This is an optimization exercise on Yosys and OpenROAD, whose aim is low power, not a production implementation.
Function was checked by simulation only, so behaviour that the tests miss may differ from the original.
In every run shown here, the design's own scripts or RTL, not TritonCTS, make the clock network.
No driver is modelled on the clock port, so clock power and skew are understated where the tree is cut down; a real chip needs a root buffer or a tree.
Power and IR drop assume default switching activity.

==> flow/design.v <==
`timescale 1ns / 1ps
module fifo #(
    parameter DATA_WIDTH = 16,
    parameter DEPTH = 64,
    parameter ALMOST_FULL_THRESH = 56,
    parameter ALMOST_EMPTY_THRESH = 8
)(
    input                   clk,
    input                   rst_n,
    input                   wr_en,
    input  [DATA_WIDTH-1:0] wr_data,
    input                   rd_en,
    output [DATA_WIDTH-1:0] rd_data,
    output                  full,
    output                  empty,
    output                  almost_full,
    output                  almost_empty,
    output                  overflow_err,
    output                  underflow_err,
    output [DATA_WIDTH-1:0] fifo_count
);
    localparam AW = 6;
    reg [DATA_WIDTH-1:0] mem [0:DEPTH-1];
    reg [AW-1:0] wp_r;
    reg [AW-1:0] rp_r;
    reg [AW:0]   cnt_r;
    reg [DATA_WIDTH-1:0] rd_r;
    reg alive;
    reg rd_valid;
    reg overflow_flag, underflow_flag;
    wire [AW:0]   count = cnt_r & {(AW+1){alive}};
    wire [AW-1:0] wp    = wp_r & {AW{alive}};
    wire [AW-1:0] rp    = rp_r & {AW{alive}};
    assign full         = count[AW];
    assign empty        = (count == 0);
    assign almost_full  = (count >= ALMOST_FULL_THRESH);
    assign almost_empty = (count <= ALMOST_EMPTY_THRESH);
    assign overflow_err = overflow_flag;
    assign underflow_err= underflow_flag;
    assign fifo_count   = {{(DATA_WIDTH-AW-1){1'b0}}, count};
    assign rd_data      = rd_r & {DATA_WIDTH{rd_valid}};
    wire wr_acc = wr_en & ~full;
    wire rd_acc = rd_en & ~empty;
    always @(posedge clk or negedge rst_n) begin
        if (!rst_n) begin
            alive    <= 1'b0;
            rd_valid <= 1'b0;
        end else begin
            alive    <= alive | wr_en | rd_en;
            rd_valid <= rd_valid | rd_acc;
        end
    end
    wire [AW-1:0] wa = {wp[0], wp[1], wp[2], wp[3], wp[4], wp[5]};
    wire [AW-1:0] ra = {rp[0], rp[1], rp[2], rp[3], rp[4], rp[5]};
    always @(posedge clk) begin
        if (wr_acc)
            mem[wa] <= wr_data;
    end
    always @(posedge clk) begin
        if (rd_acc)
            rd_r <= mem[ra];
    end
    wire rp_load = empty & (wr_en | ~alive);
    genvar k;
    generate
        for (k = 0; k < AW; k = k + 1) begin : g_ptr
            wire wtog, rtog;
            if (k == 0) begin : g_c0
                assign wtog = wr_acc;
                assign rtog = rd_acc;
            end else begin : g_ck
                assign wtog = wr_acc & (&wp[k-1:0]);
                assign rtog = rd_acc & (&rp[k-1:0]);
            end
            always @(posedge clk)
                if (!alive || wtog)
                    wp_r[k] <= wp[k] ^ wtog;
            always @(posedge clk)
                if (rp_load)
                    rp_r[k] <= wp[k];
                else if (rtog)
                    rp_r[k] <= ~rp[k];
        end
    endgenerate
    wire inc = wr_acc & ~rd_acc;
    wire dec = rd_acc & ~wr_acc;
    genvar j;
    generate
        for (j = 0; j <= AW; j = j + 1) begin : g_cnt
            wire tog;
            if (j == 0) begin : g_t0
                assign tog = inc | dec;
            end else begin : g_tj
                assign tog = (inc & (&count[j-1:0])) | (dec & ~(|count[j-1:0]));
            end
            always @(posedge clk)
                if (!alive || tog)
                    cnt_r[j] <= count[j] ^ tog;
        end
    endgenerate
    always @(posedge clk or negedge rst_n) begin
        if (!rst_n) begin
            overflow_flag  <= 1'b0;
            underflow_flag <= 1'b0;
        end else begin
            if (wr_en && full)
                overflow_flag <= 1'b1;
            else if (rd_acc)
                overflow_flag <= 1'b0;
            if (rd_en && empty)
                underflow_flag <= 1'b1;
            else if (wr_acc)
                underflow_flag <= 1'b0;
        end
    end
endmodule
==> flow/flow/run.sh <==
#!/bin/bash
# Standard layout (the standard.sh) with a custom clock tree: ORFS's cts step
# sources flow/custom_cts.tcl (PRE_CTS_TCL), which builds the tree and stands in
# for TritonCTS. Everything else is the standard flow.
set -euo pipefail
export PRE_CTS_TCL="$(pwd)/flow/custom_cts.tcl"
export CCTS_CLK=clk
export CCTS_LEAF_MAX=31
export CCTS_MID_MAX=6
export CCTS_MID_BUF=sky130_fd_sc_hd__clkbuf_8
bash standard.sh > standard.log 2>&1
==> flow/flow/custom_cts.tcl <==
# Custom clock tree, sourced by ORFS's cts step (PRE_CTS_TCL) before its call to
# clock_tree_synthesis, which it then replaces with a no-op.
# The flip-flops are split into compact groups of at most LEAF_MAX by recursive
# balanced bisection of their placement; each group gets a clkbuf_16 at its centre.
# The leaf buffers are grouped (buffers CCTS_MID_BUF above the leaves) the same way (at most MID_MAX per group) up to one
# root buffer, which is the only cell the clock port drives.
set leaf_max [expr {[info exists ::env(CCTS_LEAF_MAX)] ? $::env(CCTS_LEAF_MAX) : 28}]
set mid_max  [expr {[info exists ::env(CCTS_MID_MAX)] ? $::env(CCTS_MID_MAX) : 6}]
set bufname  [expr {[info exists ::env(CCTS_BUF)] ? $::env(CCTS_BUF) : "sky130_fd_sc_hd__clkbuf_16"}]

set ::ccts_block [ord::get_db_block]
set ::ccts_master [[ord::get_db] findMaster $bufname]
set midname [expr {[info exists ::env(CCTS_MID_BUF)] ? $::env(CCTS_MID_BUF) : $bufname}]
set ::ccts_mid_master [[ord::get_db] findMaster $midname]
set clk_net [$::ccts_block findNet $::env(CCTS_CLK)]

# items: list of {x y iterm}
proc ccts_split {items nparts} {
  if {$nparts <= 1} { return [list $items] }
  set xs [lmap it $items {lindex $it 0}]
  set ys [lmap it $items {lindex $it 1}]
  set dx [expr {[tcl::mathfunc::max {*}$xs] - [tcl::mathfunc::min {*}$xs]}]
  set dy [expr {[tcl::mathfunc::max {*}$ys] - [tcl::mathfunc::min {*}$ys]}]
  set key [expr {$dx >= $dy ? 0 : 1}]
  set sorted [lsort -real -index $key $items]
  set na [expr {$nparts / 2}]
  set nb [expr {$nparts - $na}]
  set n [llength $sorted]
  set cut [expr {int(round(double($n) * $na / $nparts))}]
  set a [lrange $sorted 0 [expr {$cut - 1}]]
  set b [lrange $sorted $cut end]
  return [concat [ccts_split $a $na] [ccts_split $b $nb]]
}

proc ccts_center {items} {
  set sx 0.0; set sy 0.0
  foreach it $items { set sx [expr {$sx + [lindex $it 0]}]; set sy [expr {$sy + [lindex $it 1]}] }
  set n [llength $items]
  return [list [expr {int($sx / $n)}] [expr {int($sy / $n)}]]
}

set ::ccts_count 0
proc ccts_add_buffer {level x y loads} {
  set name "ccts_${level}_$::ccts_count"
  incr ::ccts_count
  set m [expr {$level == 0 ? $::ccts_master : $::ccts_mid_master}]
  set inst [odb::dbInst_create $::ccts_block $m $name]
  set net [odb::dbNet_create $::ccts_block "clknet_$name"]
  $net setSigType CLOCK
  [$inst findITerm X] connect $net
  foreach it $loads {
    set iterm [lindex $it 2]
    $iterm disconnect
    $iterm connect $net
  }
  set w [[$inst getMaster] getWidth]
  set h [[$inst getMaster] getHeight]
  $inst setLocation [expr {$x - $w / 2}] [expr {$y - $h / 2}]
  $inst setPlacementStatus PLACED
  return [list $x $y [$inst findITerm A]]
}

set sinks {}
foreach iterm [$clk_net getITerms] {
  set bb [[$iterm getInst] getBBox]
  lappend sinks [list [expr {([$bb xMin] + [$bb xMax]) / 2}] [expr {([$bb yMin] + [$bb yMax]) / 2}] $iterm]
}
puts "custom cts: [llength $sinks] sinks on [$clk_net getName]"

set level 0
set nodes $sinks
set maxn $leaf_max
while {[llength $nodes] > 1} {
  set ngroups [expr {int(ceil(double([llength $nodes]) / $maxn))}]
  set groups [ccts_split $nodes $ngroups]
  set next {}
  foreach g $groups {
    lassign [ccts_center $g] x y
    lappend next [ccts_add_buffer $level $x $y $g]
  }
  puts "custom cts: level $level: [llength $nodes] loads in [llength $groups] groups"
  set nodes $next
  set maxn $mid_max
  incr level
}
# the clock port now drives only the root buffer
[lindex $nodes 0 2] connect $clk_net
proc ::clock_tree_synthesis {args} { puts "custom clock tree already built; clock_tree_synthesis skipped" }
==> flow/standard.sh <==
#!/bin/bash
# synth_recipe.tcl (not shown) runs the flow's synth.tcl, then flattens the netlist and writes it again
# the make line also repeats each setting of config.mk as NAME=value (left out here)
make -C /OpenROAD-flow-scripts/flow DESIGN_CONFIG=/design/flow/config.mk WORK_HOME=/design/flow/orfs CLKGATE_MAP_FILE= SYNTH_SCRIPT=/design/flow/synth_recipe.tcl "${@:-finish}"
==> flow/config.mk <==
export PLATFORM = sky130hd
export DESIGN_NAME = fifo
export DESIGN_NICKNAME = fifo
export VERILOG_FILES = /design/flow/design.v
export SDC_FILE = /design/flow/constraint.sdc
export NUM_CORES = 4
export LEC_CHECK = 0
export CAP_MARGIN = 0
export CORE_MARGIN = 2
export CORE_UTILIZATION = 60
export PLACE_DENSITY = 0.8
export SLEW_MARGIN = 0
==> flow/constraint.sdc <==
create_clock -name core_clock -period 3.3 [get_ports {clk}]
set_input_delay 0.6600 -clock core_clock [delete_from_list [all_inputs] [get_ports {clk}]]
set_output_delay 0.6600 -clock core_clock [all_outputs]
set_load 0.01 [all_outputs]
==> results of run 1 <==
[report_power, final]
| part | internal [W] | leakage [nW] | switching, W | total (W) |
|---|---|---|---|---|
| clock network | 0.00212 | 0.482 | 0.00369 | 0.00580 |
| logic | 0.000233 | 4.73 | 0.000548 | 0.000781 |
| registers | 0.0149 | 9.58 | 0.0000391 | 0.0149 |
| total | 0.0172 | 14.8 | 0.00428 | 0.0215 |
[layout make-up]
cell class	instances	area (um^2)	area share (%)
inverters	12	45.0	0.0972
plain buffers	42	972	2.10
repair buffers	268	2280	4.93
diodes	1	2.50	0.00540
flip-flops and latches	1063	31900	68.9
well taps	940	1180	2.54
multi-input cells	1267	9950	21.5
[metrics by stage]
| step | setup slack [ps] | hold WS (ps) | instance area (um^2) | total power (W) |
|---|---|---|---|---|
| finish | 22.5 | 146 | 46300 | 0.0215 |
| CTS | 325 | 526 | 46200 | 0.0203 |
| floorplan | -145 | 364 | 42700 | 0.0155 |
| global placement | 387 | 503 | 45300 | 0.0159 |
| global route | -25.5 | 151 | 46300 | 0.0220 |
| detailed placement | 293 | 517 | 45300 | 0.0160 |
[worst paths after layout]
check                      cells after the start  slack [ps]              to
setup / recovery                               3          20           empty
max in group asynchronous                      1        2940           alive
hold reg to reg                                1         550  underflow_flag
hold / removal                                 1         150  underflow_flag
setup reg to reg                               7         190         rd_r[2]
min in group core_clock                        1         350      mem[17][9]
[sequential cells by signal, summed over array words and instances, names as in the netlist]
register and cells:
alive 1, cnt_r 7, mem 1024, rd_r 16, underflow_flag 1, rp_r 6, wp_r 6, rd_valid 1
overflow_flag 1
[cell usage in the layout, fill, tap and decap left out, types with 6 or more instances in the layout]
cell,count
o22ai_1,60
nand2_1,58
inv_1,10
a2bb2oi_1,14
clkdlybuf4s50_1,32
or2_2,31
a22oi_1,46
mux4_2,81
edfxtp_1,1059
buf_12,18
or3_1,7
nor2_1,192
conb_1,9
clkbuf_16,35
buf_2,16
nand4b_1,14
buf_4,201
o21ai_0,96
nor2b_1,7
nand4_1,8
xnor2_1,6
a221oi_1,35
and3_1,30
nand2b_1,8
and2_1,30
clkbuf_8,7
a211oi_1,65
mux2_2,171
a221oi_2,10
and3b_1,15
nand3b_1,49
o21ai_1,15
nor4_1,30
nand3_1,15
a21oi_1,83
mux2i_1,21
[what timing repair did]
| action | 4_1_cts | 5_1_grt |
|---|---|---|
| hold buffers | 0 | 0 |
| setup buffers | 0 | 10 |
| gates resized for setup | 0 | 1 |
| endpoints found under the setup margin | 0 | 3 |
[logic make-up after synthesis]
group                      Yosys count
AOI/OAI and AO/OA                  455
xor gates and xnor gates             9
adders and majority gates            3
buffers and inverters              188
DFF                               1063
muxes                              273
other                                1
and+or+nand+nor                    518
[worst max-delay path, stage by stage, from the launching register on]
cell,delay (ps)
edfxtp_1,490
or4_1,590
a21oi_2,230
clkdlybuf4s50_1,580
[metal layers]
layer | GRT usage, % | vias to the layer above | wire, um
li1 | - | 10200 | -
met1 | 41.9 | 12300 | 39900
met2 | 45.6 | 1650 | 50200
met3 | 4.86 | 251 | 12600
met4 | 10.3 | 4 | 5100
met5 | 0 | - | 25
==> flow_metrics.tcl, run 1 <==
set metrics [dict create \
    status "timing/DRC/antenna clean" \
    grt_util_all_layers_pct 29.1 \
    ant_nets 0 \
    synthCells 2510 \
    arrival_ps 2620 \
    fin_tns_setup_ps 0 \
    grt_pass1_wl_mm 158 \
    clock_latency_ps 730 \
    relSlewSlack_pct 22.4 \
    synthAdderAreaFrac_pct 0.0879 \
    post-route-util_pct 65.9 \
    r2r_start "rp_r[5]" \
    critPathMaxFanout 5 \
    drtPass1Iterations 6 \
    p_leak_nw 14.8 \
    gp_congestion 0.940 \
    seq_area_frac_synth_pct 74.7 \
    nNetsFinal 2677 \
    grt_max_degree 85 \
    dieWidth_um 271 \
    drv_cap 0 \
    row_count 97 \
    grt_pass1_vias 23800 \
    start_util_pct 60.8 \
    dpl.hpwl_mm 69.9 \
    yosysMostFrequentCell "edfxtp_1" \
    via_count 24400 \
    n_fill_cell 4496 \
    synth_edf_count 1059 \
    critical_path_class "flop to output pin" \
    powerDensity_nw_per_um2 464 \
    critPathLaunch "cnt_r[5]" \
    dieArea_um2 73300 \
    synth_xor_area_share_pct 0.185 \
    synth_top_area_share_pct 74.5 \
    ys_top_cells_by_count "1059 x edfxtp_1, 192 x nor2_1, 171 x mux2_2" \
    worst_pin_slew_ps 1160 \
    yosysWarnings 1 \
    antenna_found_initial 3 \
    fmax_ghz 0.305 \
    async_reset_ff_share_pct 0.376 \
    die_h_um 271 \
    drcViolationCount 0 \
    yosysTopAreaCell "edfxtp_1" \
    hold_viol_final 0 \
    synth_area_leaders "edfxtp_1 74%, mux2_2 4.5%, mux4_2 4.3%, nor2_1 1.7%, a211oi_1 1.1%" \
    grt_setup_unrepaired "true" \
    required_ps 2640 \
    drt-initial-drc-count 4117 \
    hold_class "input port to async pin" \
    ys_seq_elements 1063 \
    synth_compound_area_share_pct 7.09 \
    synth_top_family_by_area "multiplexers" \
    synthSimpleGateAreaFrac_pct 6.48 \
    slew_violations 0 \
    wl_mm 108 \
    port-buffer-count 48 \
    coreArea_um2 70300 \
    area_growth_pct 8.52 \
    io_pins 58 \
    viasPerCell 6.80 \
    startpoint_type "flop" \
    clkTransAtPathRegs_ps 110 \
    drive_above_1_share_pct 22.2 \
    fin_crit_ps 3280 \
    avgRoutedWirePerCell_um 30.0 \
    synth_mux_area_share_pct 9.27 \
    grt-ovfl-total 0 \
    avgSynthCellArea_um2 17.0 \
    ys.flop_type "edfxtp_1" \
    dp.cells 3540 \
    fin_cells 3593 \
    synth_cell_types 69 \
    skew_ps 46.6 \
    syn_area_um2 42700 \
    setup_violations 0 \
    cp-end-kind "output pin" \
    period_share_pct 99.3 \
    ir_worst_vdd_v 0.000454 \
]
==> run 2, diff against run 1 <==
--- a/flow/flow/run.sh
+++ b/flow/flow/run.sh
@@ -8,4 +8,4 @@
 export CCTS_LEAF_MAX=31
 export CCTS_MID_MAX=6
-export CCTS_MID_BUF=sky130_fd_sc_hd__clkbuf_8
+export CCTS_MID_BUF=sky130_fd_sc_hd__clkbuf_16
 bash standard.sh > standard.log 2>&1
==> run 2 against run 1 <==
Effect of this change:
- global-route usage about the same
- sequential share of layout area about the same
- hold slack better by 100 ps
- cell count down 0.14%
- fmax up 1.5%
- register-to-register slack better by 30 ps
- synthesized cell count unchanged
==> flow_metrics.tcl, run 2 <==
set metrics [dict create \
    status "timing/DRC/antenna clean" \
    ir_worst_vdd_v 0.000472 \
    fin_crit_ps 3230 \
    largest_register "mem" \
    ant_nets 0 \
    ys.flop_type "edfxtp_1" \
    hold-worst-slack_ps 249 \
    stdcell_area_um2 46400 \
    drv_cap 0 \
    r2r_start "alive" \
    p_leak_nw 14.8 \
    cp_slowest_stage_delay_ps 600 \
    slew_violations 0 \
    synth_top_family_by_area "multiplexers" \
    area_growth_pct 8.59 \
    gp_congestion 0.940 \
    grt_pass1_vias 23800 \
    cp_slowest_cell "clkdlybuf4s50_1" \
    yosysTopAreaCell "edfxtp_1" \
    drt-initial-drc-count 4070 \
    grt_setup_unrepaired "false" \
    wl_mm 108 \
    critical_path_buf_inv_count 1 \
    ys_top_cells_by_count "1059 x edfxtp_1, 192 x nor2_1, 171 x mux2_2" \
    synthAdderAreaFrac_pct 0.0879 \
    syn_area_um2 42700 \
    avgRoutedWirePerCell_um 30.0 \
    setup_violations 0 \
    nNetsFinal 2672 \
    skew_ps 38.7 \
    top_regs "mem: 1024 flops, rd_r: 16 flops, cnt_r: 7 flops" \
    grt-ovfl-total 0 \
    relSlewSlack_pct 21.0 \
    synth_xor_area_share_pct 0.185 \
    port-buffer-count 48 \
    synth_cell_types 69 \
    placed_cell_area_um2 45300 \
    synth_compound_area_share_pct 7.09 \
    largest_register_ffs 1024 \
    avgSynthCellArea_um2 17.0 \
    clock_latency_ps 630 \
    arrival_ps 2570 \
    grt_max_degree 85 \
    synth_area_leaders "edfxtp_1 74%, mux2_2 4.5%, mux4_2 4.3%, nor2_1 1.7%, a211oi_1 1.1%" \
    synth_mux_area_share_pct 9.27 \
    hold_class "input port to async pin" \
    cp-end-kind "output pin" \
    drtPass1Iterations 6 \
    die_h_um 271 \
    drcViolationCount 0 \
    holdBufCountCts 0 \
    critical_path_class "flop to output pin" \
    dieArea_um2 73300 \
    synth_edf_count 1059 \
    dpl.hpwl_mm 69.9 \
    coreArea_um2 70300 \
    worst_pin_slew_ps 1180 \
    grt_util_all_layers_pct 29.1 \
    synthCells 2510 \
    fmax_ghz 0.310 \
    start_util_pct 60.8 \
    synth_top_area_share_pct 74.5 \
    powerDensity_nw_per_um2 468 \
    final_cell_mix "1059 x edfxtp_1, 197 x buf_4, 192 x nor2_1" \
    yosysWarnings 1 \
    path_delay_family "buffers and inverters" \
    drive_above_1_share_pct 22.0 \
    seq_area_frac_synth_pct 74.7 \
    via_count 24400 \
    yosysMostFrequentCell "edfxtp_1" \
    final_common_cell "edfxtp_1" \
    ys_seq_elements 1063 \
    antenna_found_initial 1 \
    startpoint_type "flop" \
    critPathLaunch "cnt_r[4]" \
    clkTransAtPathRegs_ps 110 \
    path_cells "or4_1 > a21oi_1 > clkdlybuf4s50_1" \
    required_ps 2640 \
    ctsResizeCount 0 \
    dieWidth_um 271 \
    viasPerCell 6.81 \
    grt_pass1_wl_mm 159 \
    period_share_pct 97.8 \
    synthSimpleGateAreaFrac_pct 6.48 \
    async_reset_ff_share_pct 0.376 \
    row_count 97 \
    critPathMaxFanout 4 \
    io_pins 58 \
    hold_viol_final 0 \
]
## run 2: final timing paths
check                      slack [ps]  cells after the start              to
setup / recovery                   70                      3           empty
hold / removal                    250                      1  underflow_flag
setup reg to reg                  220                      6         rd_r[4]
hold reg to reg                   550                      1  underflow_flag
max in group asynchronous        2840                      1           alive
min in group core_clock           450                      1      mem[17][9]
## run 2: repair_timing
item | CTS | global route
setup buffers | 0 | 5
endpoints found under the hold margin | 0 | 0
endpoints found under the setup margin | 0 | 1
## run 2: cell families (layout without fill, tap and decap cells)
| family | Yosys count | count (layout) |
|---|---|---|
| buffers and inverters | 188 | 317 |
| muxes | 273 | 273 |
| adders and majority gates | 3 | 3 |
| other | 1 | 10 |
| DFF | 1063 | 1063 |
| AOI/OAI and AO/OA | 455 | 455 |
| and+or+nand+nor | 518 | 518 |
| xor gates and xnor gates | 9 | 9 |
## run 2: final cells by class
| type | instances | area, um^2 |
|---|---|---|
| inverters | 12 | 45.0 |
| plain buffers | 42 | 1050 |
| diodes | 1 | 2.50 |
| multi-input cells | 1267 | 9950 |
| well taps | 940 | 1180 |
| fillers | 4500 | 23900 |
| flip-flops and latches | 1063 | 31900 |
| repair buffers | 263 | 2240 |
## run 2: worst reg2reg max path: stages, from the launching register on
cell      delay (ps)
dfrtp_4          720
buf_4            270
and4b_1          730
o21ai_0          360
o22ai_1          570
a221oi_2         170
nand4b_1         140
## run 2: routing by layer
| layer | wire (um) | share of wire (%) | global-route usage (%) | up-vias |
|---|---|---|---|---|
| met5 | 0 | 0 | 0 | - |
| li1 | - | - | - | 10200 |
| met2 | 50100 | 47 | 45.9 | 1696 |
| met3 | 12100 | 11 | 4.51 | 226 |
| met1 | 40600 | 38 | 42.3 | 12300 |
| met4 | 4680 | 4.4 | 9.78 | 0 |
## run 2: per-stage QoR
step	TNS, ps	setup slack, ps	utilization (%)	power [W]	std cells
final	0	72.3	66.0	0.0217	3588
after global routing	0	35.2	66.0	0.0222	3587
after CTS	0	326	65.9	0.0205	3582
after detailed placement	0	293	64.4	0.0160	3540
after global placement	0	387	64.4	0.0159	3540
after floorplan	-4620	-145	-	0.0155	2518
## run 2: power breakdown
group | total (W) | leakage (nW) | switching [W] | internal (W)
Clock | 0.00604 | 0.518 | 0.00372 | 0.00232
Sequential | 0.0149 | 9.58 | 0.0000403 | 0.0149
Combinational | 0.000766 | 4.70 | 0.000542 | 0.000224
Total | 0.0217 | 14.8 | 0.00431 | 0.0174
==> run 3, diff against run 2 <==
==> flow/flow/run.sh (replaced) <==
#!/bin/bash
# Standard layout (the standard.sh) with a custom clock tree: ORFS's cts step
# sources flow/custom_cts.tcl (PRE_CTS_TCL), which builds the tree, gives the
# output ports plain buffers instead of delay cells, and stands in for
# repair_clock_inverters and TritonCTS. Everything else is the standard flow.
set -euo pipefail
export PRE_CTS_TCL="$(pwd)/flow/custom_cts.tcl"
export CCTS_CLK=clk
export CCTS_LEVELS="sky130_fd_sc_hd__clkinv_8:30 sky130_fd_sc_hd__clkinv_16:5 sky130_fd_sc_hd__clkbuf_16:4"
export CCTS_OUTBUF=sky130_fd_sc_hd__buf_2
bash standard.sh > standard.log 2>&1
==> flow/flow/custom_cts.tcl (replaced) <==
# Custom clock tree, sourced by ORFS's cts step (PRE_CTS_TCL) before its calls to
# repair_clock_inverters and clock_tree_synthesis, which it then replaces with
# no-ops.
# CCTS_LEVELS lists, from the flip-flops up, "cell:max_loads" for each level of
# the tree; the last entry repeats until one cell remains, and that cell is the
# only load of the clock port. At each level the loads are split into compact
# groups by recursive balanced bisection of their placement, and each group gets
# one cell at its centre. Inverting levels must come in pairs, so every
# flip-flop sees the clock port's polarity.
set ::ccts_block [ord::get_db_block]
set ::ccts_db [ord::get_db]
set clk_net [$::ccts_block findNet $::env(CCTS_CLK)]

proc ccts_split {items nparts} {
  if {$nparts <= 1} { return [list $items] }
  set xs [lmap it $items {lindex $it 0}]
  set ys [lmap it $items {lindex $it 1}]
  set dx [expr {[tcl::mathfunc::max {*}$xs] - [tcl::mathfunc::min {*}$xs]}]
  set dy [expr {[tcl::mathfunc::max {*}$ys] - [tcl::mathfunc::min {*}$ys]}]
  set key [expr {$dx >= $dy ? 0 : 1}]
  set sorted [lsort -real -index $key $items]
  set na [expr {$nparts / 2}]
  set nb [expr {$nparts - $na}]
  set n [llength $sorted]
  set cut [expr {int(round(double($n) * $na / $nparts))}]
  set a [lrange $sorted 0 [expr {$cut - 1}]]
  set b [lrange $sorted $cut end]
  return [concat [ccts_split $a $na] [ccts_split $b $nb]]
}

proc ccts_center {items} {
  set sx 0.0; set sy 0.0
  foreach it $items { set sx [expr {$sx + [lindex $it 0]}]; set sy [expr {$sy + [lindex $it 1]}] }
  set n [llength $items]
  return [list [expr {int($sx / $n)}] [expr {int($sy / $n)}]]
}

proc ccts_pin {master dir} {
  foreach mt [$master getMTerms] {
    if {[$mt getSigType] ne "SIGNAL"} continue
    if {[$mt getIoType] eq $dir} { return [$mt getName] }
  }
  error "custom cts: no $dir pin on [$master getName]"
}

set ::ccts_count 0
proc ccts_add_cell {level master x y loads} {
  set name "ccts_${level}_$::ccts_count"
  incr ::ccts_count
  set inst [odb::dbInst_create $::ccts_block $master $name]
  set net [odb::dbNet_create $::ccts_block "clknet_$name"]
  $net setSigType CLOCK
  [$inst findITerm [ccts_pin $master OUTPUT]] connect $net
  foreach it $loads {
    set iterm [lindex $it 2]
    $iterm disconnect
    $iterm connect $net
  }
  set w [$master getWidth]
  set h [$master getHeight]
  $inst setLocation [expr {$x - $w / 2}] [expr {$y - $h / 2}]
  $inst setPlacementStatus PLACED
  return [list $x $y [$inst findITerm [ccts_pin $master INPUT]]]
}

set sinks {}
foreach iterm [$clk_net getITerms] {
  set bb [[$iterm getInst] getBBox]
  lappend sinks [list [expr {([$bb xMin] + [$bb xMax]) / 2}] [expr {([$bb yMin] + [$bb yMax]) / 2}] $iterm]
}
puts "custom cts: [llength $sinks] sinks on [$clk_net getName]"

set specs $::env(CCTS_LEVELS)
set level 0
set nodes $sinks
set inversions 0
while {1} {
  set spec [lindex $specs [expr {min($level, [llength $specs] - 1)}]]
  lassign [split $spec :] cell maxn
  set master [$::ccts_db findMaster $cell]
  if {$master eq "NULL" || $master eq ""} { error "custom cts: no cell $cell" }
  set ngroups [expr {int(ceil(double([llength $nodes]) / $maxn))}]
  if {$level >= [llength $specs] - 1 && [llength $nodes] > 1 && $ngroups == 1} { set ngroups 1 }
  set groups [ccts_split $nodes $ngroups]
  set next {}
  foreach g $groups {
    lassign [ccts_center $g] x y
    lappend next [ccts_add_cell $level $master $x $y $g]
  }
  if {[string match "*inv*" $cell]} { incr inversions }
  puts "custom cts: level $level: [llength $nodes] loads in [llength $groups] groups of $cell"
  set nodes $next
  incr level
  if {[llength $nodes] == 1 && $level >= [llength $specs]} break
}
if {$inversions % 2} { error "custom cts: odd number of inverting levels" }
[lindex $nodes 0 2] connect $clk_net

# Optionally give the output ports faster buffers than the delay cells the
# standard flow's port buffering picked (CCTS_OUTBUF, same function: a buffer).
if {[info exists ::env(CCTS_OUTBUF)]} {
  set outbuf [$::ccts_db findMaster $::env(CCTS_OUTBUF)]
  set nswap 0
  foreach bt [$::ccts_block getBTerms] {
    if {[$bt getIoType] ne "OUTPUT"} continue
    set net [$bt getNet]
    if {$net eq "NULL"} continue
    foreach it [$net getITerms] {
      if {![$it isOutputSignal]} continue
      set inst [$it getInst]
      if {[[$inst getMaster] getName] eq "sky130_fd_sc_hd__clkdlybuf4s50_1"} {
        $inst swapMaster $outbuf
        incr nswap
      }
    }
  }
  puts "custom cts: $nswap output port buffers now [$outbuf getName]"
}

proc ::repair_clock_inverters {args} { puts "custom clock tree: repair_clock_inverters skipped" }
proc ::clock_tree_synthesis {args} { puts "custom clock tree: clock_tree_synthesis skipped" }
==> run 3 against run 2 <==
Effect of this change:
- sequential share of layout area is 0.50 points higher
- hold slack worse by 55 ps
- clock power is 13% lower
- register-to-register slack worse by 40 ps
- worst setup slack better by 110 ps
- sequential power hardly changed
- critical path depth is 3 higher
- largest cell class unchanged
==> flow_metrics.tcl, run 3 <==
set metrics [dict create \
    final_common_cell "edfxtp_1" \
    r2r_slack_ps 180 \
    ant_nets 0 \
    grt_max_degree 85 \
    port-buffer-count 48 \
    path_cells "buf_4 > and4b_1 > o21ai_0 > o22ai_1 > a221oi_2 > nand4b_1" \
    dieWidth_um 271 \
    io_pins 58 \
    grt-ovfl-total 0 \
    largest_register "mem" \
    yosysWarnings 1 \
    diodes 0 \
    period_share_pct 94.5 \
    avgSynthCellArea_um2 17.0 \
    grt_pass1_vias 23700 \
    slew_violations 0 \
    fin_crit_ps 3120 \
    grt_pass1_wl_mm 158 \
    ys_seq_elements 1063 \
    dieArea_um2 73300 \
    startpoint_type "flop" \
    p_leak_nw 14.6 \
    clock_latency_ps 690 \
    drv_cap 0 \
    grt_setup_unrepaired "false" \
    status "timing/DRC/antenna clean" \
    cp-end-kind "flop" \
    required_ps 3840 \
    nNetsFinal 2672 \
    synth_top_area_share_pct 74.5 \
    ir_worst_vdd_v 0.000418 \
    seq_area_frac_synth_pct 74.7 \
    ys_top_cells_by_count "1059 x edfxtp_1, 192 x nor2_1, 171 x mux2_2" \
    drcViolationCount 0 \
    synth_area_leaders "edfxtp_1 74%, mux2_2 4.5%, mux4_2 4.3%, nor2_1 1.7%, a211oi_1 1.1%" \
    final_cell_mix "1059 x edfxtp_1, 192 x nor2_1, 192 x buf_4" \
    drtPass1Iterations 6 \
    rr_endpoint "rd_r[4]" \
    stdcell_area_um2 46000 \
    postCtsSetupRepairBufs 0 \
    critical_path_class "flop to flop" \
    syn_area_um2 42700 \
    synth_cell_types 69 \
    powerDensity_nw_per_um2 455 \
    critPathMaxFanout 27 \
    grt_util_all_layers_pct 29.0 \
    synthCells 2510 \
    holdBufCountCts 0 \
    skew_ps 46.5 \
    rr_worst_depth 6 \
    async_reset_ff_share_pct 0.376 \
    worst_pin_slew_ps 1180 \
    yosysTopAreaCell "edfxtp_1" \
    top_regs "mem: 1024 flops, rd_r: 16 flops, cnt_r: 7 flops" \
    r2r_start "alive" \
    synth_edf_count 1059 \
    clkTransAtPathRegs_ps 110 \
    drt-initial-drc-count 4008 \
    hold_viol_final 0 \
    viasPerCell 6.79 \
    row_count 97 \
    drive_above_1_share_pct 23.1 \
    cp_slowest_cell "dfrtp_4" \
    yosysMostFrequentCell "edfxtp_1" \
    dpl.hpwl_mm 69.9 \
    ys.flop_type "edfxtp_1" \
    avgRoutedWirePerCell_um 29.8 \
    start_util_pct 60.8 \
    wl_mm 107 \
    coreArea_um2 70300 \
    arrival_ps 3660 \
    hold_class "input port to async pin" \
    largest_register_ffs 1024 \
    placed_cell_area_um2 45300 \
    via_count 24400 \
    gp_congestion 0.940 \
    cp_slowest_stage_delay_ps 720 \
    ctsResizeCount 0 \
    antenna_found_initial 2 \
    relSlewSlack_pct 21.2 \
    area_growth_pct 7.81 \
    die_h_um 271 \
    fmax_ghz 0.321 \
    fin_tns_setup_ps 0 \
    setup_violations 0 \
]
-- run 3: cell counts after synthesis --
No cell type changed its count.
-- run 3: kinds of logic (layout without fill, tap and decap cells) --
group	count (synthesis)	count (layout)	share of synthesized area [%]
buf+inv	188	317	2.17
flops	1063	1063	74.7
fa+ha+maj	3	3	0.0879
compound gates	455	455	7.09
xor+xnor	9	9	0.185
mux	273	273	9.27
other cells	1	9	0.00878
simple gates	518	518	6.48
-- run 3: worst max path at each step --
| stage | startpoint | endpoint | cells after the start |
|---|---|---|---|
| global route | rp_r[5] | rd_r[4] | 8 |
| floorplan | alive | mem[49][0] | 7 |
| global placement | wr_en | cnt_r[6] | 9 |
| finish | alive | rd_r[4] | 6 |
| CTS | rp_r[5] | rd_r[2] | 7 |
| detailed placement | rp_r[5] | rd_r[2] | 7 |
-- run 3: critical path, delay by kind of cell (launching register included) --
family / cells / cell delay [ps]
AOI/OAI and AO/OA: 3 / 1130
buffers and inverters: 1 / 250
DFF: 1 / 720
and+or+nand+nor: 2 / 850
-- run 3: where the power goes --
part           internal, W  total, W  switching (W)  leakage (nW)
combinational     0.000201  0.000742       0.000541          4.69
sequential          0.0149    0.0149      0.0000400          9.58
clock             0.000795   0.00527        0.00448         0.376
-- run 3: metal layers --
layer	wire [um]	up-vias	GRT usage (%)	part of all wire, %
li1	-	10200	-	-
met1	40200	12300	42.0	38
met2	50300	1644	45.9	47
met3	11900	233	4.70	11
met4	4580	4	9.32	4.3
met5	23	-	0	0.022
-- run 3: cell type report --
class	count	area [um^2]
fill	4550	24200
inverter	56	871
multi-input combinational	1267	9950
timing repair buffer	258	2060
tap	940	1180
sequential	1063	31900
buffer	3	75.1
-- run 3: metrics by stage --
| stage | hold slack (ps) | std cells | util (%) | power (W) | setup WS [ps] |
|---|---|---|---|---|---|
| after detailed placement | 517 | 3540 | 64.4 | 0.0160 | 293 |
| after floorplan | 364 | 2518 | - | 0.0155 | -145 |
| after CTS | 518 | 3587 | 65.5 | 0.0199 | 313 |
| after global routing | 193 | 3587 | 65.5 | 0.0214 | 128 |
| final | 194 | 3587 | 65.5 | 0.0209 | 181 |
| after global placement | 503 | 3540 | 64.4 | 0.0159 | 387 |
==> run 4, diff against run 3 <==
--- a/flow/flow/run.sh
+++ b/flow/flow/run.sh
@@ -7,5 +7,5 @@
 export PRE_CTS_TCL="$(pwd)/flow/custom_cts.tcl"
 export CCTS_CLK=clk
-export CCTS_LEVELS="sky130_fd_sc_hd__clkinv_8:30 sky130_fd_sc_hd__clkinv_16:5 sky130_fd_sc_hd__clkbuf_16:4"
+export CCTS_LEVELS="sky130_fd_sc_hd__clkinv_8:30 sky130_fd_sc_hd__clkinv_16:6 sky130_fd_sc_hd__clkbuf_8:3"
 export CCTS_OUTBUF=sky130_fd_sc_hd__buf_2
 bash standard.sh > standard.log 2>&1
==> run 4 against run 3 <==
Effect of this change:
- still clean
- sequential share of layout area grew 0.13 points
- clock power shrank 3%
- via count grew 0.40%
- fmax is essentially flat
- cell count is the same
- sequential cell count is the same
- global-route usage is essentially flat
- largest cell class unchanged
- highest routed layer unchanged
==> flow_metrics.tcl, run 4 <==
set metrics [dict create \
    largest_register_ffs 1024 \
    ys_seq_elements 1063 \
    ant_nets 0 \
    hold_viol_final 0 \
    largest_register "mem" \
    area_growth_pct 7.60 \
    synth_top_area_share_pct 74.5 \
    grt_pass1_vias 23800 \
    drtPass1Iterations 6 \
    skew_ps 28.5 \
    synthCells 2510 \
    critical_path_class "flop to flop" \
    io_pins 58 \
    r2r_slack_ps 180 \
    top_regs "mem: 1024 flops, rd_r: 16 flops, cnt_r: 7 flops" \
    dp.cells 3540 \
    cp-end-kind "flop" \
    fmax_ghz 0.320 \
    wl_mm 107 \
    p_leak_nw 14.6 \
    avgRoutedWirePerCell_um 29.8 \
    required_ps 3960 \
    yosysWarnings 1 \
    drive_above_1_share_pct 23.1 \
    critPathLaunch "alive" \
    synth_edf_count 1059 \
    die_h_um 271 \
    grt_max_degree 85 \
    synth_area_leaders "edfxtp_1 74%, mux2_2 4.5%, mux4_2 4.3%, nor2_1 1.7%, a211oi_1 1.1%" \
    row_count 97 \
    fin_cells 3587 \
    port-buffer-count 48 \
    via_count 24500 \
    fin_crit_ps 3120 \
    ys.flop_type "edfxtp_1" \
    clock_latency_ps 800 \
    dieWidth_um 271 \
    drcViolationCount 0 \
    yosysTopAreaCell "edfxtp_1" \
    hold_class "input port to async pin" \
    holdBufCountCts 0 \
    gp_congestion 0.940 \
    coreArea_um2 70300 \
    slew_violations 0 \
    final_common_cell "edfxtp_1" \
    critPathMaxFanout 27 \
    grt_pass1_wl_mm 158 \
    dpl.hpwl_mm 69.9 \
    grt_setup_unrepaired "false" \
    seq_area_frac_synth_pct 74.7 \
    synth_cell_types 69 \
    relSlewSlack_pct 20.0 \
    setup_violations 0 \
    clkTransAtPathRegs_ps 110 \
    nNetsFinal 2670 \
    cp-endpoint "rd_r[4]" \
    async_reset_ff_share_pct 0.376 \
    status "timing/DRC/antenna clean" \
    ir_worst_vdd_v 0.000373 \
    rr_endpoint "rd_r[4]" \
    powerDensity_nw_per_um2 451 \
    antenna_found_initial 2 \
    dieArea_um2 73300 \
    postCtsSetupRepairBufs 0 \
    r2r_start "alive" \
    startpoint_type "flop" \
    yosysMostFrequentCell "edfxtp_1" \
    worst_pin_slew_ps 1200 \
    start_util_pct 60.8 \
    avgSynthCellArea_um2 17.0 \
    drv_cap 0 \
    viasPerCell 6.82 \
    ys_top_cells_by_count "1059 x edfxtp_1, 192 x nor2_1, 171 x mux2_2" \
    final_cell_mix "1059 x edfxtp_1, 192 x nor2_1, 192 x buf_4" \
    drt-initial-drc-count 4081 \
    grt-ovfl-total 0 \
    ctsResizeCount 0 \
    rr_worst_depth 6 \
    arrival_ps 3780 \
    syn_area_um2 42700 \
    total_power_w 0.0207 \
    grt_util_all_layers_pct 29.0 \
    period_share_pct 94.6 \
]
[run 4: cell counts after synthesis]
Identical to the previous run, type by type.
[run 4: cell families (layout without fill, tap and decap cells)]
| kind of cell | after synthesis | after routing | synth area share (%) |
|---|---|---|---|
| AOI/OAI and AO/OA | 455 | 455 | 7.09 |
| xor gates and xnor gates | 9 | 9 | 0.185 |
| adders and majority gates | 3 | 3 | 0.0879 |
| buffers and inverters | 188 | 315 | 2.17 |
| DFF | 1063 | 1063 | 74.7 |
| muxes | 273 | 273 | 9.27 |
| other | 1 | 11 | 0.00878 |
| and+or+nand+nor | 518 | 518 | 6.48 |
[run 4: worst min path at each step]
| stage | cells past startpoint | slack, ps | start | end |
|---|---|---|---|---|
| after floorplan | 0 | 360 | rst_n | alive |
| after global placement | 2 | 500 | overflow_flag | overflow_flag |
| after detailed placement | 1 | 520 | underflow_flag | underflow_flag |
| after CTS | 1 | 520 | underflow_flag | underflow_flag |
| after global routing | 1 | 80 | rst_n | alive |
| final | 1 | 70 | rst_n | underflow_flag |
[run 4: area by class of cell]
type,count,area [um^2]
Multi-Input combinational cell,1267,9950
Sequential cell,1063,31900
Buffer,3,41.3
Tap cell,940,1180
Antenna cell,2,5.00
Timing Repair Buffer,258,2060
Inverter,54,811
Fill cell,4563,24300
[run 4: per-layer routing]
layer  wire length (um)  global-route usage, %  share of wire [%]  vias up
li1                   -                      -                  -    10200
met1              40000                   42.2                 37    12400
met2              49900                   45.1                 47     1654
met3              12200                   4.65                 11      239
met4               4840                   10.5                4.5        4
met5                 32                      0              0.030        -
[run 4: critical path, stage by stage, from the launching register on]
cell and delay (ps):
dfrtp_4 720, buf_4 250, and4b_1 730, o21ai_0 370, o22ai_1 570, a221oi_2 160
nand4b_1 140
[run 4: metrics by stage]
| stage | worst slack [ps] | hold WS [ps] | utilization (%) | cell area [um^2] | setup TNS [ps] |
|---|---|---|---|---|---|
| after floorplan | -145 | 364 | - | 42700 | -4620 |
| after global placement | 387 | 503 | 64.4 | 45300 | 0 |
| after detailed placement | 293 | 517 | 64.4 | 45300 | 0 |
| after CTS | 328 | 518 | 65.4 | 45900 | 0 |
| after global routing | 118 | 82.4 | 65.4 | 45900 | 0 |
| final | 178 | 68.9 | 65.4 | 45900 | 0 |
[run 4: where the power goes]
group | switching [W] | internal [W] | leakage [nW] | total, W
logic | 0.000541 | 0.000201 | 4.69 | 0.000742
clock network | 0.00444 | 0.000649 | 0.338 | 0.00509
registers | 0.0000396 | 0.0149 | 9.58 | 0.0149
==> run 5, diff against run 4 <==
==> flow/flow/run.sh (replaced) <==
#!/bin/bash
# Standard layout (the standard.sh) with a custom clock tree: ORFS's cts step
# sources flow/custom_cts.tcl (PRE_CTS_TCL), which pulls each group of flip-flops
# together around its clock driver, builds the tree, gives the output ports
# plain buffers instead of delay cells, and stands in for repair_clock_inverters
# and TritonCTS. Everything else is the standard flow.
set -euo pipefail
export PRE_CTS_TCL="$(pwd)/flow/custom_cts.tcl"
export CCTS_CLK=clk
export CCTS_LEVELS="sky130_fd_sc_hd__clkinv_8:30 sky130_fd_sc_hd__clkinv_16:6 sky130_fd_sc_hd__clkbuf_8:3"
export CCTS_OUTBUF=sky130_fd_sc_hd__buf_2
export CCTS_SHRINK=0.1
bash standard.sh > standard.log 2>&1
--- a/flow/flow/custom_cts.tcl
+++ b/flow/flow/custom_cts.tcl
@@ -86,4 +86,16 @@
   foreach g $groups {
     lassign [ccts_center $g] x y
+    if {$level == 0 && [info exists ::env(CCTS_SHRINK)]} {
+      # pull the group's flip-flops towards its centre (detailed placement
+      # legalises them afterwards)
+      set a $::env(CCTS_SHRINK)
+      foreach it $g {
+        set inst [[lindex $it 2] getInst]
+        lassign [$inst getLocation] lx ly
+        set nx [expr {int($x + $a * ([lindex $it 0] - $x)) - ([lindex $it 0] - $lx)}]
+        set ny [expr {int($y + $a * ([lindex $it 1] - $y)) - ([lindex $it 1] - $ly)}]
+        $inst setLocation $nx $ny
+      }
+    }
     lappend next [ccts_add_cell $level $master $x $y $g]
   }
==> run 5 against run 4 <==
Effect of this change:
- still clean
- combinational power rose by 8.6%
- synthesized cell count did not move
- wire length rose by 23%
- critical path depth did not move
- sequential cell count did not move
- cell count barely moved
- hold slack improved by 43 ps
- final area barely moved
- largest power group unchanged
==> flow_metrics.tcl, run 5 <==
set metrics [dict create \
    slew_violations 0 \
    final_common_cell "edfxtp_1" \
    dpl.hpwl_mm 69.9 \
    wl_mm 132 \
    ant_nets 0 \
    ys_seq_elements 1063 \
    status "timing/DRC/antenna clean" \
    r2r_start "alive" \
    avgSynthCellArea_um2 17.0 \
    critPathLaunch "alive" \
    ctsResizeCount 0 \
    synth_edf_count 1059 \
    fin_cells 3586 \
    die_h_um 271 \
    ir_worst_vdd_v 0.000326 \
    grt_pass1_vias 25900 \
    largest_register "mem" \
    dieWidth_um 271 \
    synth_cell_types 69 \
    grt_setup_unrepaired "false" \
    viasPerCell 7.41 \
    start_util_pct 60.8 \
    hold_viol_final 0 \
    port-buffer-count 48 \
    antenna_found_initial 3 \
    synthCells 2510 \
    top_regs "mem: 1024 flops, rd_r: 16 flops, cnt_r: 7 flops" \
    synth_top_area_share_pct 74.5 \
    powerDensity_nw_per_um2 451 \
    gp_congestion 0.940 \
    synth_area_leaders "edfxtp_1 74%, mux2_2 4.5%, mux4_2 4.3%, nor2_1 1.7%, a211oi_1 1.1%" \
    holdBufCountCts 0 \
    n_fill_cell 4438 \
    placed_cell_area_um2 45300 \
    post-route-util_pct 65.4 \
    cp-end-kind "flop" \
    async_reset_ff_share_pct 0.376 \
    fin_ws_ps 75.9 \
    ys_top_cells_by_count "1059 x edfxtp_1, 192 x nor2_1, 171 x mux2_2" \
    critPathMaxFanout 27 \
    io_pins 58 \
    grt-ovfl-total 0 \
    syn_area_um2 42700 \
    skew_ps 44.9 \
    row_count 97 \
    arrival_ps 3770 \
    seq_area_frac_synth_pct 74.7 \
    critical_path_class "flop to flop" \
    avgRoutedWirePerCell_um 36.8 \
    dp.cells 3540 \
    hold_class "input port to async pin" \
    dpl_worst_slack_ps 293 \
    drtPass1Iterations 6 \
    required_ps 3840 \
    area_growth_pct 7.59 \
    worst_pin_slew_ps 1390 \
    drive_above_1_share_pct 23.1 \
    fin_crit_ps 3220 \
    drcViolationCount 0 \
    grt_util_all_layers_pct 35.6 \
    fmax_ghz 0.310 \
    clkTransAtPathRegs_ps 110 \
    setup_violations 0 \
    postCtsSetupRepairBufs 0 \
    yosysMostFrequentCell "edfxtp_1" \
    coreArea_um2 70300 \
    largest_register_ffs 1024 \
    dieArea_um2 73300 \
    ys.flop_type "edfxtp_1" \
    yosysWarnings 1 \
    grt_max_degree 85 \
    stdcell_area_um2 45900 \
    grt_pass1_wl_mm 189 \
    startpoint_type "flop" \
    drt-initial-drc-count 6306 \
    nNetsFinal 2670 \
    relSlewSlack_pct 7.22 \
    drv_cap 0 \
    p_leak_nw 14.6 \
    via_count 26600 \
    period_share_pct 97.7 \
    yosysTopAreaCell "edfxtp_1" \
    final_cell_mix "1059 x edfxtp_1, 192 x nor2_1, 192 x buf_4" \
    clock_latency_ps 820 \
]
run 5: worst max-delay path: stages (launching register included):
cell	delay, ps
dfrtp_4	740
o21ai_1	520
a22oi_1	480
a211oi_1	230
buf_4	220
a221oi_1	560
nand4b_1	190
run 5: cell families (layout without fill, tap and decap cells):
family | Yosys count | count (layout) | share of synthesized area [%]
AO/OA/AOI/OAI | 455 | 455 | 7.09
XOR/XNOR | 9 | 9 | 0.185
adder cells (fa/ha/maj) | 3 | 3 | 0.0879
buffers and inverters | 188 | 315 | 2.17
flip-flops | 1063 | 1063 | 74.7
multiplexers | 273 | 273 | 9.27
other | 1 | 10 | 0.00878
AND/OR/NAND/NOR | 518 | 518 | 6.48
run 5: final timing paths:
kind	cells after the start	slack, ps	end
worst max-delay path	6	80	rd_r[6]
min in group core_clock	1	320	mem[21][9]
max in group asynchronous	1	2920	alive
worst min register to register	2	590	overflow_flag
worst min-delay path	1	110	underflow_flag
worst max register to register	6	80	rd_r[6]
run 5: per-stage QoR:
step	setup TNS (ps)	total power (W)	hold slack, ps
CTS	0	0.0197	552
finish	0	0.0207	112
global placement	0	0.0159	503
global route	0	0.0211	103
detailed placement	0	0.0160	517
floorplan	-4620	0.0155	364
run 5: where the power goes:
part	switching [W]	internal, W	total (W)	leakage (nW)
clock	0.00434	0.000647	0.00499	0.338
sequential	0.0000466	0.0149	0.0149	9.58
combinational	0.000604	0.000202	0.000806	4.69
run 5: area by class of cell:
cell class                 instances  area [um^2]  area share (%)
antenna                            1         2.50         0.00545
tap                              940         1180            2.56
inverter                          54          811            1.76
timing repair buffer             258         2060            4.48
sequential                      1063        31900            69.4
multi-input combinational       1267         9950            21.7
buffer                             3         41.3          0.0899
run 5: per-layer routing:
layer  GRT usage, %  share of wire (%)  vias to the layer above
met2           57.2                 47                     3012
met1           47.2                 32                    12900
met3           7.14                 15                      522
met4           16.8                6.8                        4
li1               -                  -                    10200
met5              0              0.022                        -
==> run 6, diff against run 5 <==
--- a/flow/flow/run.sh
+++ b/flow/flow/run.sh
@@ -8,5 +8,5 @@
 export PRE_CTS_TCL="$(pwd)/flow/custom_cts.tcl"
 export CCTS_CLK=clk
-export CCTS_LEVELS="sky130_fd_sc_hd__clkinv_8:30 sky130_fd_sc_hd__clkinv_16:6 sky130_fd_sc_hd__clkbuf_8:3"
+export CCTS_LEVELS="sky130_fd_sc_hd__clkinv_8:32 sky130_fd_sc_hd__clkinv_16:6 sky130_fd_sc_hd__clkbuf_8:3"
 export CCTS_OUTBUF=sky130_fd_sc_hd__buf_2
 export CCTS_SHRINK=0.1
==> run 6 against run 5 <==
Effect of this change:
- core utilization hardly changed
- cell count about the same
- combinational power increased by 1%
- highest routed layer unchanged
- wire length up 1.5%
- sequential cell count unchanged
- via count increased by 1.4%
==> flow_metrics.tcl, run 6 <==
set metrics [dict create \
    skew_ps 29.9 \
    arrival_ps 3770 \
    ant_nets 0 \
    powerDensity_nw_per_um2 449 \
    clkTransAtPathRegs_ps 120 \
    period_share_pct 98.4 \
    final_common_cell "edfxtp_1" \
    fin_cells 3587 \
    nNetsFinal 2668 \
    wl_mm 134 \
    grt_max_degree 85 \
    io_pins 58 \
    hold_class "input port to async pin" \
    gp_congestion 0.940 \
    port-buffer-count 48 \
    drcViolationCount 0 \
    cp-endpoint "rd_r[9]" \
    seq_area_frac_synth_pct 74.7 \
    post-route-util_pct 65.3 \
    die_h_um 271 \
    yosysMostFrequentCell "edfxtp_1" \
    multi_input_area_um2 9950 \
    yosysTopAreaCell "edfxtp_1" \
    ctsResizeCount 0 \
    start_util_pct 60.8 \
    ys_top_cells_by_count "1059 x edfxtp_1, 192 x nor2_1, 171 x mux2_2" \
    avgRoutedWirePerCell_um 37.3 \
    largest_register "mem" \
    hold_viol_final 0 \
    largest_register_ffs 1024 \
    critPathMaxFanout 36 \
    yosysWarnings 1 \
    worst_pin_slew_ps 1370 \
    postCtsSetupRepairBufs 0 \
    setup_violations 0 \
    area_growth_pct 7.54 \
    coreArea_um2 70300 \
    synth_cell_types 69 \
    dpl.hpwl_mm 69.9 \
    drtPass1Iterations 8 \
    dpl_worst_slack_ps 293 \
    critical_path_class "flop to flop" \
    syn_area_um2 42700 \
    synth_edf_count 1059 \
    cp-end-kind "flop" \
    drv_cap 0 \
    clock_latency_ps 810 \
    viasPerCell 7.52 \
    fin_crit_ps 3250 \
    r2r_slack_ps 50 \
    ir_worst_vdd_v 0.000494 \
    ys.flop_type "edfxtp_1" \
    dieWidth_um 271 \
    p_leak_nw 14.6 \
    slew_violations 0 \
    n_fill_cell 4313 \
    ys_seq_elements 1063 \
    ff_latch_area_um2 31900 \
    fin_ws_ps 51.6 \
    final_cell_mix "1059 x edfxtp_1, 192 x nor2_1, 192 x buf_4" \
    row_count 97 \
    holdBufCountCts 0 \
    grt-ovfl-total 0 \
    required_ps 3820 \
    fmax_ghz 0.308 \
    critPathLaunch "rp_r[3]" \
    antenna_found_initial 5 \
    dp.cells 3540 \
    drt-initial-drc-count 6125 \
    rr_worst_depth 8 \
    grt_pass1_wl_mm 191 \
    synthCells 2510 \
    avgSynthCellArea_um2 17.0 \
    drive_above_1_share_pct 23.0 \
    status "timing/DRC/antenna clean" \
    startpoint_type "flop" \
    relSlewSlack_pct 8.91 \
    rr_endpoint "rd_r[9]" \
    grt_util_all_layers_pct 36.1 \
    top_regs "mem: 1024 flops, rd_r: 16 flops, cnt_r: 7 flops" \
    grt_setup_unrepaired "false" \
    grt_pass1_vias 25900 \
    synth_top_area_share_pct 74.5 \
    r2r_start "rp_r[3]" \
    async_reset_ff_share_pct 0.376 \
    synth_area_leaders "edfxtp_1 74%, mux2_2 4.5%, mux4_2 4.3%, nor2_1 1.7%, a211oi_1 1.1%" \
    dieArea_um2 73300 \
    via_count 27000 \
]
==> run 6: cell counts after synthesis <==
Identical to the previous run, type by type.
==> run 6: cells by family after synthesis <==
logic type | count (synthesis) | synth area share (%)
muxes | 273 | 9.27
DFF | 1063 | 74.7
and+or+nand+nor | 518 | 6.48
buffers and inverters | 188 | 2.17
adders and majority gates | 3 | 0.0879
other | 1 | 0.00878
AOI/OAI and AO/OA | 455 | 7.09
xor gates and xnor gates | 9 | 0.185
==> run 6: worst min-delay path by stage <==
stage	slack, ps	from	end
after floorplan	360	rst_n	alive
after global placement	500	overflow_flag	overflow_flag
after detailed placement	520	underflow_flag	underflow_flag
after CTS	560	underflow_flag	underflow_flag
after global routing	80	rst_n	underflow_flag
final	80	rst_n	alive
==> run 6: through the flow <==
step / setup TNS, ps / hold slack, ps / power, W / cell area (um^2)
floorplan: -4620 / 364 / 0.0155 / 42700
global placement: 0 / 503 / 0.0159 / 45300
detailed placement: 0 / 517 / 0.0160 / 45300
CTS: 0 / 558 / 0.0197 / 45900
global route: 0 / 80.1 / 0.0210 / 45900
finish: 0 / 77.6 / 0.0206 / 45900
==> run 6: layer usage <==
layer	vias up	routed length (um)	GRT usage [%]
met1	13000	42000	47.7
met3	585	20900	8.28
met5	-	27	0
li1	10200	-	-
met4	4	9400	17.6
met2	3245	61500	57.2
==> run 6: area by class of cell <==
class / instances / area share, %
inverter: 52 / 1.69
multi-input combinational: 1267 / 21.7
sequential: 1063 / 69.5
buffer: 3 / 0.0899
tap: 940 / 2.56
timing repair buffer: 258 / 4.48
antenna: 4 / 0.0218
==> run 6: critical path, stage by stage (launching register included) <==
cell and delay (ps):
edfxtp_1 490, buf_12 230, nand3b_2 230, buf_4 290
buf_4 310, o22ai_1 380, nor2_1 110, a221oi_2 670
nand4b_1 220
==> run 6: where the power goes <==
| part | leakage (nW) | internal, W | total (W) | switching [W] |
|---|---|---|---|---|
| clock network | 0.324 | 0.000627 | 0.00489 | 0.00426 |
| logic | 4.69 | 0.000202 | 0.000818 | 0.000616 |
| registers | 9.58 | 0.0149 | 0.0149 | 0.0000498 |
| total | 14.6 | 0.0157 | 0.0206 | 0.00492 |
==> run 7, diff against run 6 <==
--- a/flow/flow/custom_cts.tcl
+++ b/flow/flow/custom_cts.tcl
@@ -8,4 +8,9 @@
 # one cell at its centre. Inverting levels must come in pairs, so every
 # flip-flop sees the clock port's polarity.
+# With CCTS_SHRINK set (0..1), each flip-flop group is first pulled towards its
+# centre, every flip-flop's offset from the centre scaled by CCTS_SHRINK; the
+# cts step's detailed placement then legalises them.
+# With CCTS_OUTBUF set, the delay cells the standard flow put on the output
+# ports are swapped for that buffer.
 set ::ccts_block [ord::get_db_block]
 set ::ccts_db [ord::get_db]
==> run 7 against run 6 <==
Effect of this change:
- clock power barely moved
- combinational power hardly changed
- sequential share of layout area stayed put
- cell count stayed put
- total power unchanged
- core utilization did not move
- synthesized cell count did not move
- hold slack stayed put
- wire length unchanged
- area after synthesis unchanged
==> flow_metrics.tcl, run 7 <==
set metrics [dict create \
    largest_register_ffs 1024 \
    dieArea_um2 73300 \
    cp-end-kind "flop" \
    seq_area_frac_synth_pct 74.7 \
    yosysWarnings 1 \
    p_leak_nw 14.6 \
    grt_util_all_layers_pct 36.1 \
    yosysTopAreaCell "edfxtp_1" \
    dieWidth_um 271 \
    port-buffer-count 48 \
    final_common_cell "edfxtp_1" \
    via_count 27000 \
    avgSynthCellArea_um2 17.0 \
    largest_register "mem" \
    async_reset_ff_share_pct 0.376 \
    io_pins 58 \
    relSlewSlack_pct 8.91 \
    grt_pass1_wl_mm 191 \
    nNetsFinal 2668 \
    synth_area_leaders "edfxtp_1 74%, mux2_2 4.5%, mux4_2 4.3%, nor2_1 1.7%, a211oi_1 1.1%" \
    grt-ovfl-total 0 \
    grt_setup_unrepaired "false" \
    coreArea_um2 70300 \
    grt_max_degree 85 \
    stdcell_area_um2 45900 \
    required_ps 3820 \
    yosysMostFrequentCell "edfxtp_1" \
    dpl.hpwl_mm 69.9 \
    antenna_found_initial 5 \
    hold_viol_final 0 \
    critPathMaxFanout 36 \
    slew_violations 0 \
    ys_seq_elements 1063 \
    skew_ps 29.9 \
    dp.cells 3540 \
    r2r_start "rp_r[3]" \
    synthCells 2510 \
    postCtsSetupRepairBufs 0 \
    ys.flop_type "edfxtp_1" \
    fin_ws_ps 51.6 \
    drtPass1Iterations 8 \
    drive_above_1_share_pct 23.0 \
    critical_path_class "flop to flop" \
    synth_edf_count 1059 \
    ant_nets 0 \
    synth_cell_types 69 \
    fmax_ghz 0.308 \
    fin_cells 3587 \
    critPathLaunch "rp_r[3]" \
    placed_cell_area_um2 45300 \
    ctsResizeCount 0 \
    cp_slowest_cell "a221oi_2" \
    clock_latency_ps 810 \
    viasPerCell 7.52 \
    drv_cap 0 \
    worst_pin_slew_ps 1370 \
    grt_pass1_vias 25900 \
    post-route-util_pct 65.3 \
    hold_class "input port to async pin" \
    path_cells "buf_12 > nand3b_2 > buf_4 > buf_4 > o22ai_1 > nor2_1 > a221oi_2 > nand4b_1" \
    gp_congestion 0.940 \
    wl_mm 134 \
    drt-initial-drc-count 6125 \
    cp_slowest_stage_delay_ps 670 \
    area_growth_pct 7.54 \
    critical_path_buf_inv_count 3 \
    dpl_worst_slack_ps 293 \
    drcViolationCount 0 \
    row_count 97 \
    die_h_um 271 \
    holdBufCountCts 0 \
    top_regs "mem: 1024 flops, rd_r: 16 flops, cnt_r: 7 flops" \
    syn_area_um2 42700 \
    clkTransAtPathRegs_ps 120 \
    period_share_pct 98.4 \
    fin_crit_ps 3250 \
    avgRoutedWirePerCell_um 37.3 \
    final_cell_mix "1059 x edfxtp_1, 192 x nor2_1, 192 x buf_4" \
    path_delay_family "compound AO/OA/AOI/OAI gates" \
    arrival_ps 3770 \
    powerDensity_nw_per_um2 449 \
    startpoint_type "flop" \
    crit_top_cell "buf_4" \
    setup_violations 0 \
    status "timing/DRC/antenna clean" \
    start_util_pct 60.8 \
    synth_top_area_share_pct 74.5 \
    ys_top_cells_by_count "1059 x edfxtp_1, 192 x nor2_1, 171 x mux2_2" \
    ir_worst_vdd_v 0.000494 \
]
run 7: cell counts after synthesis:
No cell type changed its count.
run 7: worst reg2reg max path: cells and delay by family (launching register included):
kind / cells / cell delay, ps
AND/OR/NAND/NOR: 3 / 560
buffers and inverters: 3 / 860
AO/OA/AOI/OAI: 2 / 1060
flip-flops: 1 / 490
run 7: final timing paths:
check / depth (start not counted) / slack, ps / endpoint
max: 8 / 50 / rd_r[9]
min: 1 / 80 / alive
max reg2reg: 8 / 50 / rd_r[9]
min reg2reg: 1 / 610 / underflow_flag
max in group asynchronous: 1 / 2990 / alive
min in group core_clock: 1 / 310 / mem[16][9]
run 7: final cells by class:
class | instances | area [um^2]
plain buffers | 3 | 41.3
repair buffers | 258 | 2060
well taps | 940 | 1180
fillers | 4313 | 24400
flip-flops and latches | 1063 | 31900
inverters | 52 | 778
diodes | 4 | 10.0
multi-input cells | 1267 | 9950
run 7: layer usage:
layer  part of all wire (%)  routed length [um]  vias to the layer above  track usage (%)
met5                  0.020                  27                        -                0
met4                    7.0                9400                        4             17.6
met3                     16               20900                      585             8.28
met2                     46               61500                     3245             57.2
met1                     31               42000                    13000             47.7
li1                       -                   -                    10200                -
run 7: logic make-up after synthesis:
logic type	count (synthesis)	share of synthesized area, %
flops	1063	74.7
other cells	1	0.00878
compound gates	455	7.09
simple gates	518	6.48
mux	273	9.27
xor+xnor	9	0.185
fa+ha+maj	3	0.0879
buf+inv	188	2.17
run 7: metrics by stage:
| step | power (W) | TNS [ps] | hold slack (ps) |
|---|---|---|---|
| finish | 0.0206 | 0 | 77.6 |
| global route | 0.0210 | 0 | 80.1 |
| CTS | 0.0197 | 0 | 558 |
| detailed placement | 0.0160 | 0 | 517 |
| global placement | 0.0159 | 0 | 503 |
| floorplan | 0.0155 | -4620 | 364 |
run 7: report_power, final:
group	internal, W	leakage (nW)	switching (W)	total (W)
Clock	0.000627	0.324	0.00426	0.00489
Sequential	0.0149	9.58	0.0000498	0.0149
Combinational	0.000202	4.69	0.000616	0.000818
==> run 8, diff against run 7 <==
--- a/flow/design.v
+++ b/flow/design.v
@@ -31,5 +31,5 @@
     wire [AW:0]   count = cnt_r & {(AW+1){alive}};
     wire [AW-1:0] wp    = wp_r & {AW{alive}};
-    wire [AW-1:0] rp    = rp_r & {AW{alive}};
+    wire [AW-1:0] rp    = rp_r;
     assign full         = count[AW];
     assign empty        = (count == 0);
--- a/flow/flow/run.sh
+++ b/flow/flow/run.sh
@@ -8,6 +8,5 @@
 export PRE_CTS_TCL="$(pwd)/flow/custom_cts.tcl"
 export CCTS_CLK=clk
-export CCTS_LEVELS="sky130_fd_sc_hd__clkinv_8:32 sky130_fd_sc_hd__clkinv_16:6 sky130_fd_sc_hd__clkbuf_8:3"
+export CCTS_LEVELS="sky130_fd_sc_hd__clkinv_8:30 sky130_fd_sc_hd__clkinv_16:6 sky130_fd_sc_hd__clkbuf_8:3"
 export CCTS_OUTBUF=sky130_fd_sc_hd__buf_2
-export CCTS_SHRINK=0.1
 bash standard.sh > standard.log 2>&1
==> run 8 against run 7 <==
Effect of this change:
- register-to-register slack better by 200 ps
- final area decreased by 2.6%
- first-iteration DRC count fell by 45%
- core utilization is 0.23 points lower
- area after synthesis down 2.5%
- critical endpoint is now mem[2][0]
==> flow_metrics.tcl, run 8 <==
set metrics [dict create \
    hold_viol_final 0 \
    ir_worst_vdd_v 0.000368 \
    fin_ws_ps 250 \
    largest_register "mem" \
    dp.cells 3058 \
    final_cell_mix "1059 x edfxtp_1, 228 x mux4_2, 156 x buf_4" \
    dieArea_um2 71500 \
    critPathMaxFanout 20 \
    skew_ps 23.9 \
    port-buffer-count 48 \
    gp_congestion 0.959 \
    period_share_pct 92.4 \
    synthCells 2025 \
    setup_violations 0 \
    dpl_worst_slack_ps 228 \
    fin_cells 3105 \
    slew_violations 0 \
    yosysMostFrequentCell "edfxtp_1" \
    drv_cap 0 \
    synth_area_leaders "edfxtp_1 76%, mux4_2 12%, mux2i_1 1.9%, nor2_1 0.80%, a22oi_1 0.70%" \
    area_growth_pct 7.42 \
    wl_mm 97.9 \
    top_regs "mem: 1024 flops, rd_r: 16 flops, cnt_r: 7 flops" \
    async_reset_ff_share_pct 0.376 \
    total_power_w 0.0206 \
    drtPass1Iterations 6 \
    power_frac_seq_pct 72.3 \
    ant_nets 0 \
    switching_share_pct 23.8 \
    io_pins 58 \
    die_h_um 267 \
    ys_top_cells_by_count "1059 x edfxtp_1, 228 x mux4_2, 89 x nor2_1" \
    antenna_found_initial 4 \
    power_frac_clock_pct 24.5 \
    stdcell_area_um2 44700 \
    yosysWarnings 1 \
    drive_above_1_share_pct 23.6 \
    grt_util_all_layers_pct 27.5 \
    ys_seq_elements 1063 \
    postCtsSetupRepairBufs 0 \
    p_leak_nw 14.1 \
    required_ps 3770 \
    placed_cell_area_um2 44100 \
    largest_register_ffs 1024 \
    grt_max_degree 44 \
    synth_edf_count 1059 \
    status "timing/DRC/antenna clean" \
    fmax_ghz 0.328 \
    drcViolationCount 0 \
    powerDensity_nw_per_um2 460 \
    grt_pass1_vias 20600 \
    grt-ovfl-total 0 \
    startpoint_type "flop" \
    syn_area_um2 41600 \
    clock_latency_ps 790 \
    fin_tns_setup_ps 0 \
    coreArea_um2 68700 \
    seq_area_frac_synth_pct 76.6 \
    final_common_cell "edfxtp_1" \
    pwr-share-comb_pct 3.2 \
    drt-initial-drc-count 3352 \
    holdBufCountCts 0 \
    avgSynthCellArea_um2 20.6 \
    grt_setup_unrepaired "false" \
    avgRoutedWirePerCell_um 31.5 \
    nNetsFinal 2197 \
    yosysTopAreaCell "edfxtp_1" \
    synth_top_area_share_pct 76.4 \
    clkTransAtPathRegs_ps 110 \
    p_int_w 0.0157 \
    worst_pin_slew_ps 1080 \
    arrival_ps 3520 \
    critical_path_class "flop to flop" \
    start_util_pct 60.6 \
    via_count 21100 \
    relSlewSlack_pct 27.2 \
    cp-end-kind "flop" \
    dpl.hpwl_mm 64.3 \
    dieWidth_um 267 \
    synth_cell_types 53 \
    grt_pass1_wl_mm 142 \
    fin_crit_ps 3050 \
    ys.flop_type "edfxtp_1" \
    ctsResizeCount 0 \
    viasPerCell 6.79 \
    p_switching_w 0.00490 \
    hold_class "input port to async pin" \
    row_count 96 \
]
run 8: changes by cell type after synthesis, sizes merged, moves of 20 or more:
| cell | before | now |
|---|---|---|
| o22ai | 60 | 24 |
| a221oi | 45 | 13 |
| buf | 108 | 74 |
| a21oi | 84 | 33 |
| a211oi | 65 | 14 |
| mux2 | 171 | 15 |
| nor4 | 34 | 7 |
| mux2i | 21 | 79 |
| mux4 | 81 | 232 |
| nand3b | 51 | 3 |
| o21ai | 112 | 35 |
| and3 | 30 | 10 |
| nor2 | 193 | 89 |
| or2 | 31 | 2 |
run 8: kinds of logic (layout without fill, tap and decap cells):
| logic type | count (synthesis) | in the layout | share of synthesized area (%) |
|---|---|---|---|
| adder cells (fa/ha/maj) | 3 | 3 | 0.0901 |
| XOR/XNOR | 9 | 9 | 0.189 |
| multiplexers | 326 | 326 | 14.9 |
| other | 1 | 11 | 0.00900 |
| AO/OA/AOI/OAI | 200 | 200 | 3.21 |
| buffers and inverters | 135 | 274 | 1.70 |
| flip-flops | 1063 | 1063 | 76.6 |
| AND/OR/NAND/NOR | 288 | 288 | 3.32 |
run 8: critical path, stage by stage, from the launching register on:
cell and delay (ps):
dfrtp_1 760, clkinv_1 370, nor2_1 350, nand3_1 620
nor2_1 320, buf_4 290
run 8: metal layers:
metal / track usage [%] / share of wire, % / wire length (um)
met5: 0 / 0.044 / 43
met2: 44.7 / 49 / 47900
met4: 7.52 / 3.5 / 3410
met3: 4.08 / 11 / 10600
met1: 39.8 / 37 / 35800
run 8: power groups by stage:
stage	combinational [W]	clock (W)	sequential, W
3_5_place_dp	0.000662	0	0.0152
2_1_floorplan	0.000227	0	0.0152
6_report	0.000654	0.00504	0.0149
5_1_grt	0.000683	0.00552	0.0149
3_3_place_gp	0.000637	0	0.0152
4_1_cts	0.000645	0.00375	0.0152
run 8: final cells by class:
class | instances | area [um^2]
Sequential cell | 1063 | 31900
Fill cell | 4400 | 24000
Multi-Input combinational cell | 835 | 9110
Timing Repair Buffer | 218 | 1710
Tap cell | 931 | 1160
Inverter | 53 | 807
Buffer | 3 | 41.3
Antenna cell | 2 | 5.00
run 8: path summary, 6_finish.rpt:
kind                          startpoint        endpoint  slack (ps)  depth (start not counted)
setup reg to reg                   alive       mem[2][0]         250                          5
setup / recovery                   alive       mem[2][0]         250                          5
min in group core_clock       wr_data[6]      mem[26][6]         220                          1
max in group asynchronous          rst_n  underflow_flag        3090                          1
hold / removal                     rst_n   overflow_flag          50                          1
hold reg to reg            overflow_flag   overflow_flag         560                          2
run 8: through the flow:
stage          hold slack (ps)  util (%)
2_1_floorplan              364         -
3_3_place_gp               489      64.1
3_5_place_dp               532      64.1
4_1_cts                    527      65.1
5_1_grt                   62.3      65.1
6_report                  53.2      65.1
